Source: an optimization exercise on an open RTL-to-GDS flow (aim: a short achievable clock period and few clock cycles). Production flows keep margins and buffers that such runs may drop. Function was checked by simulation only, so behaviour that the tests miss may differ from the original. Power is estimated from default activity; no workload was simulated.

## run 1
==> flow/design.v (excerpt) <==
module microprocessor #(parameter N = 8, ROM_addressBits = 6, RF_addressBits = 3) (
  input  logic                           clk             ,
  input  logic                           rst_n           ,
  input  logic [ 3+2*(RF_addressBits):0] ROM_data        ,
  input  logic [                  N-1:0] SRAM_data       ,
  output logic                           overflowPC      ,
  output logic                           ROM_readEnable  ,
  output logic                           SRAM_readEnable ,
  output logic                           SRAM_writeEnable,
  output logic [    ROM_addressBits-1:0] ROM_address     ,
  output logic [(2**RF_addressBits)-1:0] SRAM_address    ,
  output logic [                  N-1:0] SRAM_data_in
);
parameter ADD     = 4'b0000;
parameter SUB     = 4'b0001;
parameter AND     = 4'b0010;
parameter OR      = 4'b0011;
parameter XOR     = 4'b0100;
parameter NOT     = 4'b0101;
parameter MOV     = 4'b0110;
parameter NOP     = 4'b0111;
parameter LOAD    = 4'b1000;
parameter STORE   = 4'b1001;
parameter LOAD_IM = 4'b1010;
parameter BRN_Z   = 4'b1011;
parameter BRN_N   = 4'b1100;
parameter BRN_O   = 4'b1101;
parameter BRN     = 4'b1110;
  function automatic logic [15:0] prefix8(input logic [7:0] g, input logic [7:0] t);
    logic [7:0] G, T;
    G = g; T = t;
    for (int l = 0; l < 3; l++)
      for (int i = 0; i < 8; i++)
        if ((i >> l) & 1) begin
          G[i] = G[i] | (T[i] & G[((i >> l) << l) - 1]);
          T[i] = T[i] & T[((i >> l) << l) - 1];
        end
    prefix8 = {G, T};
  endfunction
  function automatic logic [7:0] add8(input logic [7:0] a, input logic [7:0] b,
                                      input logic cin);
    logic [7:0] G, T, c;
    {G, T} = prefix8(a & b, a | b);
    c = {G[6:0] | (T[6:0] & {7{cin}}), cin};
    add8 = (a ^ c) ^ b;
  endfunction
  ...
Settings: LEC_CHECK=0, CAP_MARGIN=20, CORE_MARGIN=2, CORE_UTILIZATION=60, SETUP_SLACK_MARGIN=4.0, SLEW_MARGIN=20; clock period 6.0 ns.
standard.sh (not shown) runs the stock make flow with config.mk's settings and CLKGATE_MAP_FILE= SYNTH_SCRIPT=/design/flow/synth_recipe.tcl, a recipe that flattens the netlist after the stock synthesis.
==> flow/flow/run.sh <==
#!/bin/bash
# The standard layout (standard.sh), with one change: the input and output
# port buffers that global placement inserts are sky130_fd_sc_hd__buf_4
# cells instead of the clkdlybuf4s50_1 delay cells buffer_ports picks by
# default, and timing repair may resize cells across footprints.  Synthesis is the standard one, run unchanged.
set -euo pipefail
cd "$(dirname "$0")/.."
bash standard.sh synth > synth.log 2>&1
sed 's|CLKGATE_MAP_FILE= |CLKGATE_MAP_FILE= MATCH_CELL_FOOTPRINT=0 "BUFFER_PORTS_ARGS=-buffer_cell sky130_fd_sc_hd__buf_4" |' standard.sh > layout.sh
bash layout.sh > layout.log 2>&1
Testbench counts of run 1, summed over its fixed seeds: cycles 22,799.
> inputs changed (run 1 -> run 2)
- SETUP_SLACK_MARGIN changed from 4.0 to 5.0
- CORE_UTILIZATION changed from 60 to 40
--- outcome ---
- In the flow results for run 1 and run 2, the starting utilization of the core area is larger on run 1.
- Run 1 -> run 2: fmax increased slightly
- The met1 track demand over resource in global routing in run 2 sits 12 points below the value recorded for run 1.
- Part of the power in the clock network: run 2 lower than run 1
Edits applied to the flow inputs when going from run 2 to run 3:
- SETUP_SLACK_MARGIN now 3.5, was 5.0
[summary]
Side by side, area growth from synthesis to final layout turned out lower in run 3 than in run 2. The flow did not stop early for run 3: all stages ran, and the layout cleared the timing, design-rule and antenna checks. met1 global-route usage down 3.5 points in run 3 wrt run 2. Per the comparison of run 3 with run 2, total combinational power decreased about 50%; cell total after placement essentially unchanged.
For run 4, these inputs were changed with respect to run 3:
- SETUP_SLACK_MARGIN: 3.5 -> 4.5
Findings:
Diff run 3 and run 4: data arrival time of the critical path higher in run 3
Re global-route usage: run 3 and run 4 aren't equal, and the lower value belongs to run 3.
Per the comparison of run 4 with run 3, layout cell share with drive strength beyond 1 now sits higher, number of post-CTS setup repair buffers now sits higher.
Looking at register-to-register slack across both flows, run 4 is the stronger of the two, with run 3 trailing.
Diff run 3 and run 4: instance area at placement lower in run 3
Run 4 ends up with a non-clock buffer area fraction after layout that is 13 points higher than in run 3.
Run 4 — part of the total power dissipated in the clock network 4.9 points lower, run 3 as reference
Run 3 and run 4 ended up with roughly the same peak clock frequency supported by timing.
Run 4 packs its core more tightly than run 3.
Net count of the finished layout in run 4 vs run 3: up 313
--- input diff run 4..run 5 ---
- swapping 4.5 for 4.0 in SETUP_SLACK_MARGIN
==> results.txt <==
- Min final critical-path setup slack across run 4 and run 5: run 4
- Of run 4 and run 5, the run reporting the higher routability congestion estimate from global placement was run 5.
- Run 5 has post-route cell area below what run 4 had.
- Post-layout minimum cycle time, run 4 and run 5: higher on run 4
- Routing usage on met1 on run 5 is down relative to run 4.
- Run 5 vs. run 4: met2 layer wire length in the routed design went down by 3000 um.
- The lower via count of run 4 and run 5 is in run 5.
- Share of the clock period used by the worst path after layout: run 5 vs run 4, no meaningful difference

---

microprocessor again, from the RTL that the note above started with.
Settings: LEC_CHECK=0, CAP_MARGIN=20, CORE_MARGIN=2, CORE_UTILIZATION=40, SETUP_SLACK_MARGIN=3.5, SLEW_MARGIN=20; clock period 6.0 ns.
==> flow/flow/run.sh <==
#!/bin/bash
# The standard layout (standard.sh), with one change: the input and output
# port buffers that global placement inserts are sky130_fd_sc_hd__buf_4
# cells instead of the clkdlybuf4s50_1 delay cells buffer_ports picks by
# default.  Synthesis is the standard one, run unchanged.
set -euo pipefail
cd "$(dirname "$0")/.."
bash standard.sh synth > synth.log 2>&1
sed 's|CLKGATE_MAP_FILE= |CLKGATE_MAP_FILE= "BUFFER_PORTS_ARGS=-buffer_cell sky130_fd_sc_hd__buf_4" |' standard.sh > layout.sh
bash layout.sh > layout.log 2>&1
The first run finished clean.
Testbench counts at the start, summed over its fixed seeds: cycles 22,799.
Then changed:
==> flow/run.sh (new file) <==
#!/bin/bash
# synth_recipe.tcl (not shown) runs the flow's synth.tcl, then flattens the netlist and writes it again
# the make line also repeats each setting of config.mk as NAME=value (left out here)
make -C /OpenROAD-flow-scripts/flow DESIGN_CONFIG=/design/flow/config.mk WORK_HOME=/design/flow/orfs CLKGATE_MAP_FILE= SYNTH_SCRIPT=/design/flow/synth_recipe.tcl finish
removed: flow/flow/run.sh
removed: flow/standard.sh
Worst hold slack stays flat.
Sequential cell count does not change.
Final cell count came out higher by about 1%.
Via count stays flat.
Area after synthesis does not change.
Worst setup slack gets worse by 0.055 ns.
Sequential power hardly moves.
First-iteration DRC count came out lower by about 15%.
Maximum frequency came out lower by about 2.3%.

## separate check: timing with driven ports
In the flow no input, the clock included, has a driving cell. The finished layouts below were timed again as built, in two steps.
Step 1, drivers: a clkbuf_16 drives clk and a buf_2 each remaining input, both assumed.
Step 2 times the ports against the registers' clock, not the clock port: input delays grow and output delays shrink by t, the midpoint of the rising clock arrivals with the driver on.
Three values: no drivers, after step 1, after step 2; two values: the first two.
run | t (ns) | slack for setup (ns) | worst setup path after step 2
run 1 | 0.605 | 3.566 / 3.549 / 3.153 | input to register
run 2 | 0.630 | 3.610 / 3.559 / 3.120 | input to register
run 3 | 0.601 | 3.605 / 3.567 / 3.051 | input to register
run 4 | 0.633 | 3.608 / 3.552 / 3.075 | input to register
run 5 | 0.623 | 3.616 / 3.562 / 3.166 | input to register
the first run of note 2 | 0.611 | 3.597 / 3.552 / 3.060 | input to register
the second run of note 2 | 0.619 | 3.542 / 3.494 / 2.948 | input to register
After both steps every run listed still meets setup and hold. The setup slack of the second run of note 2, which loses most, moves by -0.048 ns with the drivers and by -0.594 ns with both steps.
